From an optimization exercise on the open Yosys and OpenROAD flow, aimed at small area and a short achievable clock period; shortcuts taken in it are not production practice.
The RTL was checked by simulation tests, not by an equivalence proof against the original design.

## Integrator
module Integrator
          (clk,
           reset,
           In,
           Out);
  input   clk;
  input   reset;
  input   signed [21:0] In;
  output  signed [21:0] Out;
  reg  [20:0] x1;    
  reg  [20:0] v;     
  reg         vc;    
  reg  [21:0] y1;    
  reg  [21:0] y2;    
  wire [20:0] x = In[20:0];
  wire ts0, tc0;
  Integrator_fa u_fa0 (.a(1'b1), .b(~v[1]), .c(~v[5]), .s(ts0), .co(tc0));
  wire ts1, tc1;
  Integrator_fa u_fa1 (.a(~v[2]), .b(~v[6]), .c(tc0), .s(ts1), .co(tc1));
  wire ts2, tc2;
  Integrator_fa u_fa2 (.a(~v[0]), .b(~v[3]), .c(~v[7]), .s(ts2), .co(tc2));
  wire ts3, tc3;
  Integrator_fa u_fa3 (.a(1'b1), .b(~v[1]), .c(~v[4]), .s(ts3), .co(tc3));
  wire ts4, tc4;
  Integrator_fa u_fa4 (.a(~v[8]), .b(tc2), .c(ts3), .s(ts4), .co(tc4));
  wire ts5, tc5;
  Integrator_fa u_fa5 (.a(v[0]), .b(~v[2]), .c(~v[5]), .s(ts5), .co(tc5));
  wire ts6, tc6;
  ...
For scale: ~550 cells after synthesis, ~46 I/O pins, about 6800 um^2 of cells after synthesis.
Settings: LEC_CHECK=0, CAP_MARGIN=20, CORE_MARGIN=2, CORE_UTILIZATION=55, CTS_BUF_LIST=sky130_fd_sc_hd__clkbuf_4 sky130_fd_sc_hd__clkbuf_8, CTS_CLUSTER_DIAMETER=100, CTS_CLUSTER_SIZE=30, PLACE_DENSITY=0.8, SETUP_SLACK_MARGIN=4, SLEW_MARGIN=20, SYNTH_HIERARCHICAL=1, SYNTH_MINIMUM_KEEP_SIZE=0; clock period 14.0 ns.
standard.sh (not shown) runs the stock make flow with config.mk's settings and CLKGATE_MAP_FILE= SYNTH_SCRIPT=/design/flow/synth_recipe.tcl, a recipe that flattens the netlist after the stock synthesis.
==> flow/flow/run.sh <==
#!/bin/bash
# Layout flow: the standard synthesis and ORFS layout (standard.sh) with two
# changes to how the layout is made:
#  - the input and output ports get plain buffer cells (buffer_ports
#    -buffer_cell) instead of the delay cells buffer_ports picks by itself;
#  - clock tree synthesis adds no dummy loads (-dont_use_dummy_load); the
#    other CTS arguments are the ones ORFS builds from config.mk.
# Each step's full output goes to a log file here (ORFS keeps its own per-step
# logs under orfs/logs).
set -euo pipefail
export BUFFER_PORTS_ARGS="-buffer_cell sky130_fd_sc_hd__buf_2"
export CTS_ARGS="-sink_clustering_enable -repair_clock_nets -sink_clustering_size 30 -sink_clustering_max_diameter 100 -buf_list {sky130_fd_sc_hd__clkbuf_4 sky130_fd_sc_hd__clkbuf_8} -dont_use_dummy_load"
bash standard.sh synth > run_synth.log 2>&1
bash standard.sh > run_layout.log 2>&1
The first run produced a clean layout.
Next try:
CORE_UTILIZATION = 40   (was 55)
PLACE_DENSITY = 0.85   (was 0.8)
SETUP_SLACK_MARGIN = 4.6   (was 4)
The changed run completed with no timing, DRC or antenna violations.
Via count goes up by 2.2%.
Cell area goes up by 3.7%.
Synthesized area does not change.
Sequential cell count stays the same.
Next try:
SETUP_SLACK_MARGIN = 4   (was 4.6)
=>
- The changed run ran to the end with no violations
- worst setup slack degrades by 0.12 ns
- register-to-register slack improves by 0.12 ns
- die area is unchanged
- final cell count went down slightly
- design area went down by a few percent
- global-route usage barely changes
Next try:
PLACE_DENSITY = 0.93   (was 0.85)
Result: Synthesized area does not change. Routed wire length went up by 7.2%. Die area stays the same. Worst setup slack got worse by 0.078 ns. Global-route usage goes up by 0.83 points. Sequential share of layout area hardly moves. Design area barely changes. Core utilization barely changes.


## job 101
Integrator, a different RTL version from the one above (not shown whole).
Size: ~87 flip-flops, ~46 I/O pins.
## Integrator
module Integrator
          (clk,
           reset,
           In,
           Out);
==> flow/config.mk <==
export PLATFORM = sky130hd
export DESIGN_NAME = Integrator
export DESIGN_NICKNAME = Integrator
export VERILOG_FILES = /design/flow/design.v
export SDC_FILE = /design/flow/constraint.sdc
export NUM_CORES = 4
export LEC_CHECK = 0
export CAP_MARGIN = 20
export CORE_MARGIN = 2
export CORE_UTILIZATION = 40
export CTS_BUF_LIST = sky130_fd_sc_hd__clkbuf_4 sky130_fd_sc_hd__clkbuf_8
export CTS_CLUSTER_DIAMETER = 100
export CTS_CLUSTER_SIZE = 30
export PLACE_DENSITY = 0.85
export SETUP_SLACK_MARGIN = 4
export SLEW_MARGIN = 20
export SYNTH_HIERARCHICAL = 1
export SYNTH_MINIMUM_KEEP_SIZE = 0
==> flow/constraint.sdc <==
create_clock -name core_clock -period 14.0 [get_ports {clk}]
set_input_delay 2.8000 -clock core_clock [delete_from_list [all_inputs] [get_ports {clk}]]
set_output_delay 2.8000 -clock core_clock [all_outputs]
set_load 0.01 [all_outputs]
Scripts as last shown in full above: flow/flow/run.sh
Job 101 finished every stage and its layout cleared the timing, design-rule and antenna checks.
Input changes introduced in job 102 (baseline for comparison: job 101):
==> flow/flow/run.sh <==
#!/bin/bash
# Layout flow: the standard synthesis and ORFS layout (standard.sh) with
# these changes to how the layout is made:
#  - the input and output ports get plain buffer cells (buffer_ports
#    -buffer_cell) instead of the delay cells buffer_ports picks by itself;
#  - clock tree synthesis adds no dummy loads (-dont_use_dummy_load); the
#    other CTS arguments are the ones ORFS builds from config.mk;
#  - between synthesis and floorplan, resize.tcl sizes a few gates by the
#    synthesized netlist's timing (and-or-invert gates off the critical paths
#    down, inverters with three or more loads on them up); registers untouched.
# Each step's full output goes to a log file here (ORFS keeps its own per-step
# logs under orfs/logs).
set -euo pipefail
export BUFFER_PORTS_ARGS="-buffer_cell sky130_fd_sc_hd__buf_2"
export CTS_ARGS="-sink_clustering_enable -repair_clock_nets -sink_clustering_size 30 -sink_clustering_max_diameter 100 -buf_list {sky130_fd_sc_hd__clkbuf_4 sky130_fd_sc_hd__clkbuf_8} -dont_use_dummy_load"
bash standard.sh synth > run_synth.log 2>&1
RESULTS="$PWD/orfs/results/$FLOW_PLATFORM/Integrator/base"
# the liberty files the flow uses
LIBS=$(make -s -C "$FLOW_HOME" DESIGN_CONFIG="$PWD/config.mk" WORK_HOME="$PWD/orfs" print-LIB_FILES 2>/dev/null | sed -n "s/^LIB_FILES: *//p" || true)
[ -n "$LIBS" ] || LIBS="$FLOW_HOME/platforms/$FLOW_PLATFORM/lib/sky130_fd_sc_hd__tt_025C_1v80.lib"
{ for l in $LIBS; do echo "read_liberty $l"; done; cat flow/resize.tcl; } > resize_run.tcl
RESULTS="$RESULTS" openroad -no_init -exit resize_run.tcl > run_resize.log 2>&1
bash standard.sh > run_layout.log 2>&1
==> flow/flow/resize.tcl (new file) <==
# Size a few gates by the synthesized netlist's timing (no wires yet):
# and-or-invert gates off the critical paths go to their smallest size, and
# inverters with three or more loads on the critical paths go one size up.
read_db $::env(RESULTS)/1_synth.odb
read_sdc $::env(RESULTS)/1_synth.sdc
set wns [sta::worst_slack_cmd max]
set down 0
set up 0
foreach inst [get_cells -hierarchical *] {
  set ref [get_property $inst ref_name]
  set name [get_property $inst full_name]
  if {$ref eq "sky130_fd_sc_hd__a21oi_2"} {
    set s [get_property [get_pins $name/Y] slack_max]
    if {$s > $wns * 1e9 + 0.35} {
      replace_cell $inst [get_lib_cells */sky130_fd_sc_hd__a21oi_1]
      incr down
    }
  } elseif {$ref eq "sky130_fd_sc_hd__inv_1"} {
    set pin [get_pins $name/Y]
    set loads [llength [get_pins -of_objects [get_nets -of_objects $pin] -filter "direction==input"]]
    set s [get_property $pin slack_max]
    if {$loads >= 3 && $s < $wns * 1e9 + 0.2} {
      replace_cell $inst [get_lib_cells */sky130_fd_sc_hd__inv_2]
      incr up
    }
  }
}
puts "wns $wns: $down gates sized down, $up inverters sized up"
write_db $::env(RESULTS)/1_synth.odb
Results
The final layout from job 102, which completed every stage, passed the timing, design-rule and antenna checks at the end of the flow.
Summary: minimum setup slack after placement, job 102 better than job 101
Looking at register-to-register setup slack, job 102 sits 0.02 ns higher than job 101 does.
From job 101 to job 102 the numbers moved as follows: share of the clock period used by the worst path dropped 0.76 points, number of global-route vias before repair decreased 130, met3 wire length lost about 27%.
Job 102 ended up with a higher maximum achievable frequency than job 101 did.
Die size: job 102 is under job 101
Wire: job 102 routes less than job 101
Job 101 -> job 102: count of instances resized after the clock tree is built delta 0, exact match


RTL: one of the versions met above, not the one the previous note started from.
Size: ~87 flip-flops, ~46 I/O pins, ~6800 sq um of cells after synthesis.
## Integrator
module Integrator
          (clk,
           reset,
           In,
           Out);
clock: 14.0 ns
lec_check: 0
cap_margin: 20
core_margin: 2
core_utilization: 40
cts_buf_list: sky130_fd_sc_hd__clkbuf_4 sky130_fd_sc_hd__clkbuf_8
cts_cluster_diameter: 150
cts_cluster_size: 40
place_density: 0.85
setup_slack_margin: 4
slew_margin: 20
synth_hierarchical: 1
synth_minimum_keep_size: 0
==> flow/flow/run.sh <==
#!/bin/bash
# Layout flow: the standard synthesis and ORFS layout (standard.sh) with two
# changes to how the layout is made:
#  - the input and output ports get plain buffer cells (buffer_ports
#    -buffer_cell) instead of the delay cells buffer_ports picks by itself;
#  - clock tree synthesis adds no dummy loads (-dont_use_dummy_load); the
#    other CTS arguments are the ones ORFS builds from config.mk.
# Each step's full output goes to a log file here (ORFS keeps its own per-step
# logs under orfs/logs).
set -euo pipefail
export BUFFER_PORTS_ARGS="-buffer_cell sky130_fd_sc_hd__buf_2"
export CTS_ARGS="-sink_clustering_enable -repair_clock_nets -sink_clustering_size 40 -sink_clustering_max_diameter 150 -buf_list {sky130_fd_sc_hd__clkbuf_4 sky130_fd_sc_hd__clkbuf_8} -dont_use_dummy_load"
bash standard.sh synth > run_synth.log 2>&1
bash standard.sh > run_layout.log 2>&1
The first run finished clean.
Then changed:
--- a/flow/flow/run.sh
+++ b/flow/flow/run.sh
@@ -11,3 +11,3 @@
 export BUFFER_PORTS_ARGS="-buffer_cell sky130_fd_sc_hd__buf_2"
-export CTS_ARGS="-sink_clustering_enable -repair_clock_nets -sink_clustering_size 40 -sink_clustering_max_diameter 150 -buf_list {sky130_fd_sc_hd__clkbuf_4 sky130_fd_sc_hd__clkbuf_8} -dont_use_dummy_load"
+export CTS_ARGS="-sink_clustering_enable -repair_clock_nets -sink_clustering_size 30 -sink_clustering_max_diameter 100 -buf_list {sky130_fd_sc_hd__clkbuf_4 sky130_fd_sc_hd__clkbuf_8} -dont_use_dummy_load"
 bash standard.sh synth > run_synth.log 2>&1
CTS_CLUSTER_DIAMETER = 100   (was 150)
CTS_CLUSTER_SIZE = 30   (was 40)
PLACE_DENSITY = default   (was 0.85)
Worst setup slack loses 0.020 ns.
Core utilization is about the same.
Sequential share of layout area barely changes.
Synthesized cell count stays the same.
Final cell count barely changes.
Then changed:
--- a/flow/flow/run.sh
+++ b/flow/flow/run.sh
@@ -1,4 +1,4 @@
 #!/bin/bash
-# Layout flow: the standard synthesis and ORFS layout (standard.sh) with two
-# changes to how the layout is made:
+# Layout flow: the standard synthesis and ORFS layout (standard.sh) with
+# these changes to how the layout is made:
 #  - the input and output ports get plain buffer cells (buffer_ports
@@ -6,3 +6,4 @@
 #  - clock tree synthesis adds no dummy loads (-dont_use_dummy_load); the
-#    other CTS arguments are the ones ORFS builds from config.mk.
+#    other CTS arguments are the ones ORFS builds from config.mk;
+#  - after synthesis, the a21oi_2 gates are set to a21oi_1 (downsize.tcl).
 # Each step's full output goes to a log file here (ORFS keeps its own per-step
@@ -13,2 +14,8 @@
 bash standard.sh synth > run_synth.log 2>&1
+RESULTS="$PWD/orfs/results/$FLOW_PLATFORM/Integrator/base"
+# the liberty files the flow uses, so that replace_cell knows the cells
+LIBS=$(make -s -C "$FLOW_HOME" DESIGN_CONFIG="$PWD/config.mk" WORK_HOME="$PWD/orfs" print-LIB_FILES 2>/dev/null | sed -n 's/^LIB_FILES: *//p')
+[ -n "$LIBS" ] || LIBS="$FLOW_HOME/platforms/$FLOW_PLATFORM/lib/sky130_fd_sc_hd__tt_025C_1v80.lib"
+{ for l in $LIBS; do echo "read_liberty $l"; done; cat flow/downsize.tcl; } > downsize_run.tcl
+RESULTS="$RESULTS" openroad -no_init -exit downsize_run.tcl > run_downsize.log 2>&1
 bash standard.sh > run_layout.log 2>&1
==> flow/flow/downsize.tcl (new file) <==
# Put the prefix adder's and-or-invert gates back at their smallest drive
# strength (synthesis maps that one gate module to the x2 size); the
# resizer may size any of them up again where timing needs it.
read_db $::env(RESULTS)/1_synth.odb
set n 0
foreach inst [get_cells -hierarchical *] {
  set ref [get_property $inst ref_name]
  if {$ref eq "sky130_fd_sc_hd__a21oi_2"} {
    replace_cell $inst [get_lib_cells */sky130_fd_sc_hd__a21oi_1]
    incr n
  }
}
puts "downsized $n cells"
write_db $::env(RESULTS)/1_synth.odb
PLACE_DENSITY = 0.85   (was default)
Effect: The new run finished with timing, DRC and antenna clean; global-route usage rises by 0.65 points; synthesized area drops by about 1.4%; via count rose by 2.1%; non-clock buffer count stays the same; routed wire length grows by 5.3%; die area shrinks by about 1.4%; clock skew barely changes.


run 1:
Integrator, a different RTL version from the one above (not shown whole).
For scale: roughly 550 cells after synthesis, ~87 flip-flops, about 46 I/O pins, roughly 6800 um2 of cells after synthesis.
==> flow/design.v (excerpt) <==
module Integrator
          (clk,
           reset,
           In,
           Out);
  input   clk;
  input   reset;
  input   signed [21:0] In;
  output  signed [21:0] Out;
  reg  [20:0] x1;    
  reg  [20:0] v;     
  reg         vc;    
  reg  [21:0] y1;    
  reg  [21:0] y2;    
  wire [20:0] x = In[20:0];
  wire ts0, tc0;
  Integrator_fa u_fa0 (.a(1'b1), .b(~v[1]), .c(~v[5]), .s(ts0), .co(tc0));
  wire ts1, tc1;
  Integrator_fa u_fa1 (.a(~v[2]), .b(~v[6]), .c(tc0), .s(ts1), .co(tc1));
  wire ts2, tc2;
  Integrator_fa u_fa2 (.a(~v[0]), .b(~v[3]), .c(~v[7]), .s(ts2), .co(tc2));
  wire ts3, tc3;
  Integrator_fa u_fa3 (.a(1'b1), .b(~v[1]), .c(~v[4]), .s(ts3), .co(tc3));
  wire ts4, tc4;
  Integrator_fa u_fa4 (.a(~v[8]), .b(tc2), .c(ts3), .s(ts4), .co(tc4));
  wire ts5, tc5;
  Integrator_fa u_fa5 (.a(v[0]), .b(~v[2]), .c(~v[5]), .s(ts5), .co(tc5));
  wire ts6, tc6;
  Integrator_fa u_fa6 (.a(~v[9]), .b(tc3), .c(ts5), .s(ts6), .co(tc6));
  wire ts7, tc7;
  Integrator_fa u_fa7 (.a(v[1]), .b(~v[10]), .c(~v[3]), .s(ts7), .co(tc7));
  wire ts8, tc8;
  Integrator_fa u_fa8 (.a(~v[6]), .b(tc5), .c(ts7), .s(ts8), .co(tc8));
  wire ts9, tc9;
  Integrator_fa u_fa9 (.a(v[2]), .b(vc), .c(x1[0]), .s(ts9), .co(tc9));
  ...
Settings: LEC_CHECK=0, CAP_MARGIN=20, CORE_MARGIN=2, CORE_UTILIZATION=40, CTS_BUF_LIST=sky130_fd_sc_hd__clkbuf_4 sky130_fd_sc_hd__clkbuf_8, CTS_CLUSTER_DIAMETER=100, CTS_CLUSTER_SIZE=30, SETUP_SLACK_MARGIN=4.8, SLEW_MARGIN=20, SYNTH_HIERARCHICAL=1, SYNTH_MINIMUM_KEEP_SIZE=0; clock period 14.0 ns.
==> flow/flow/run.sh <==
#!/bin/bash
# Layout flow: the standard synthesis and ORFS layout (standard.sh) with two
# changes to how the layout is made:
#  - the input and output ports get plain buffer cells (buffer_ports
#    -buffer_cell) instead of the delay cells buffer_ports picks by itself;
#  - clock tree synthesis adds no dummy loads (-dont_use_dummy_load); the
#    other CTS arguments are the ones ORFS builds from config.mk.
# Each step's full output goes to a log file here (ORFS keeps its own per-step
# logs under orfs/logs).
set -euo pipefail
export BUFFER_PORTS_ARGS="-buffer_cell sky130_fd_sc_hd__buf_2"
export CTS_ARGS="-sink_clustering_enable -repair_clock_nets -sink_clustering_size 30 -sink_clustering_max_diameter 100 -buf_list {sky130_fd_sc_hd__clkbuf_4 sky130_fd_sc_hd__clkbuf_8} -dont_use_dummy_load"
bash standard.sh synth > run_synth.log 2>&1
bash standard.sh > run_layout.log 2>&1
Relative to run 1, the following input files were edited for run 2:
# run 1
export LEC_CHECK = 0
export CAP_MARGIN = 20
export CORE_MARGIN = 2
export CORE_UTILIZATION = 40
export CTS_BUF_LIST = sky130_fd_sc_hd__clkbuf_4 sky130_fd_sc_hd__clkbuf_8
export CTS_CLUSTER_DIAMETER = 100
export CTS_CLUSTER_SIZE = 30
export SETUP_SLACK_MARGIN = 4.8
export SLEW_MARGIN = 20
export SYNTH_HIERARCHICAL = 1
export SYNTH_MINIMUM_KEEP_SIZE = 0
create_clock -name core_clock -period 14.0 [get_ports {clk}]
# run 2
export LEC_CHECK = 0
export CAP_MARGIN = 20
export CORE_MARGIN = 2
export CORE_UTILIZATION = 40
export CTS_BUF_LIST = sky130_fd_sc_hd__clkbuf_4 sky130_fd_sc_hd__clkbuf_8
export CTS_CLUSTER_DIAMETER = 100
export CTS_CLUSTER_SIZE = 30
export SETUP_SLACK_MARGIN = 4
export SLEW_MARGIN = 20
export SYNTH_HIERARCHICAL = 1
export SYNTH_MINIMUM_KEEP_SIZE = 0
create_clock -name core_clock -period 14.0 [get_ports {clk}]
Findings:
Maximum frequency (lower): run 2
Per the comparison of run 2 with run 1, layout buffer count excluding clock buffers decreased by 31 relative to the old numbers, total number of vias decreased by 5.1% relative to the old numbers, area of all placed cells without fillers fell by 6.3%.
Relative to run 1, routed metal-1 wire length has decreased by 1.4% in run 2.
Compared with run 1, in run 2 area taken by multi-input logic gates down about 4.3%; ratio of final minimum period to clock period up 2.2 points.
Changes in run 3 relative to run 2:
# run 2
export LEC_CHECK = 0
export CAP_MARGIN = 20
export CORE_MARGIN = 2
export CORE_UTILIZATION = 40
export CTS_BUF_LIST = sky130_fd_sc_hd__clkbuf_4 sky130_fd_sc_hd__clkbuf_8
export CTS_CLUSTER_DIAMETER = 100
export CTS_CLUSTER_SIZE = 30
export SETUP_SLACK_MARGIN = 4
export SLEW_MARGIN = 20
export SYNTH_HIERARCHICAL = 1
export SYNTH_MINIMUM_KEEP_SIZE = 0
create_clock -name core_clock -period 14.0 [get_ports {clk}]
# run 3
export LEC_CHECK = 0
export CAP_MARGIN = 20
export CORE_MARGIN = 2
export CORE_UTILIZATION = 40
export CTS_BUF_LIST = sky130_fd_sc_hd__clkbuf_4 sky130_fd_sc_hd__clkbuf_8
export CTS_CLUSTER_DIAMETER = 100
export CTS_CLUSTER_SIZE = 30
export SETUP_SLACK_MARGIN = 5
export SLEW_MARGIN = 20
export SYNTH_HIERARCHICAL = 1
export SYNTH_MINIMUM_KEEP_SIZE = 0
create_clock -name core_clock -period 14.0 [get_ports {clk}]
--- outcome ---
- Across run 2 and run 3, the outcome is the same: a clean finish for every run.
- Post-synthesis share of cell area spent on and, or, nand and nor gates: run 3 vs run 2 — no meaningful difference
- On layout filler cell count: run 3 sits below run 2.
- Summary of the comparison: share of final layout cell area taken by non-clock buffers is higher in run 3, relative to run 2.
- A capture point of the critical path of Out[20] is what run 2 shows, while Out[21] belongs to run 3.
- Per the comparison of run 3 with run 2, number of H-tree levels flat, sequential share of cell area -2.3 points.
- Going from run 2 to run 3, sum of buffers and inverters on the critical path increased 1, setup slack increased 0.32 ns.
- Run 3 has first-pass GRT wire length above what run 2 had.

## re-timing with driven ports
The flow's constraints put no driver on any port. The routed layouts listed below were extracted and timed again, unchanged, in two steps. Step 1: set_driving_cell puts a clkbuf_16 on clk and a buf_2 on each other input, an assumption about the parent block. Step 2 moves the port delays by t, midway between the first and last clock arrival at a register: inputs arrive t later, outputs are due t later. That takes back most of the time a late clock gives input paths. Three values: ideal ports, drivers, drivers and shift; two values: the first two.
run | t, ns | setup slack, ns | worst setup path after step 2 | worst slew at a driven data input, ns | cell pins on the clock port's net
the first run of note 1 | 0.401 | 4.548 / 4.529 / 4.529 | input to output | 0.03 | 1
the second run of note 1 | 0.395 | 4.754 / 4.686 / 4.686 | input to output | 0.06 | 1
the third run of note 1 | 0.394 | 4.636 / 4.610 / 4.610 | input to output | 0.06 | 1
the fourth run of note 1 | 0.390 | 4.558 / 4.530 / 4.530 | input to output | 0.07 | 1
job 101 | 0.386 | 4.564 / 4.543 / 4.543 | input to output | 0.05 | 1
job 102 | 0.396 | 4.671 / 4.644 / 4.644 | input to output | 0.06 | 1
the first run of note 3 | 0.394 | 4.636 / 4.610 / 4.610 | input to output | 0.06 | 1
the second run of note 3 | 0.402 | 4.616 / 4.598 / 4.598 | input to output | 0.04 | 1
the third run of note 3 | 0.413 | 4.450 / 4.424 / 4.424 | input to output | 0.04 | 1
run 1 | 0.402 | 4.840 / 4.791 / 4.791 | input to output | 0.05 | 1
run 2 | 0.402 | 4.527 / 4.504 / 4.504 | input to output | 0.04 | 1
run 3 | 0.403 | 4.847 / 4.786 / 4.786 | input to output | 0.06 | 1
After both steps every run listed still meets setup and hold. For the second run of note 1, which loses most, drivers alone change the setup slack by -0.068 ns; drivers and shift together by -0.068 ns.
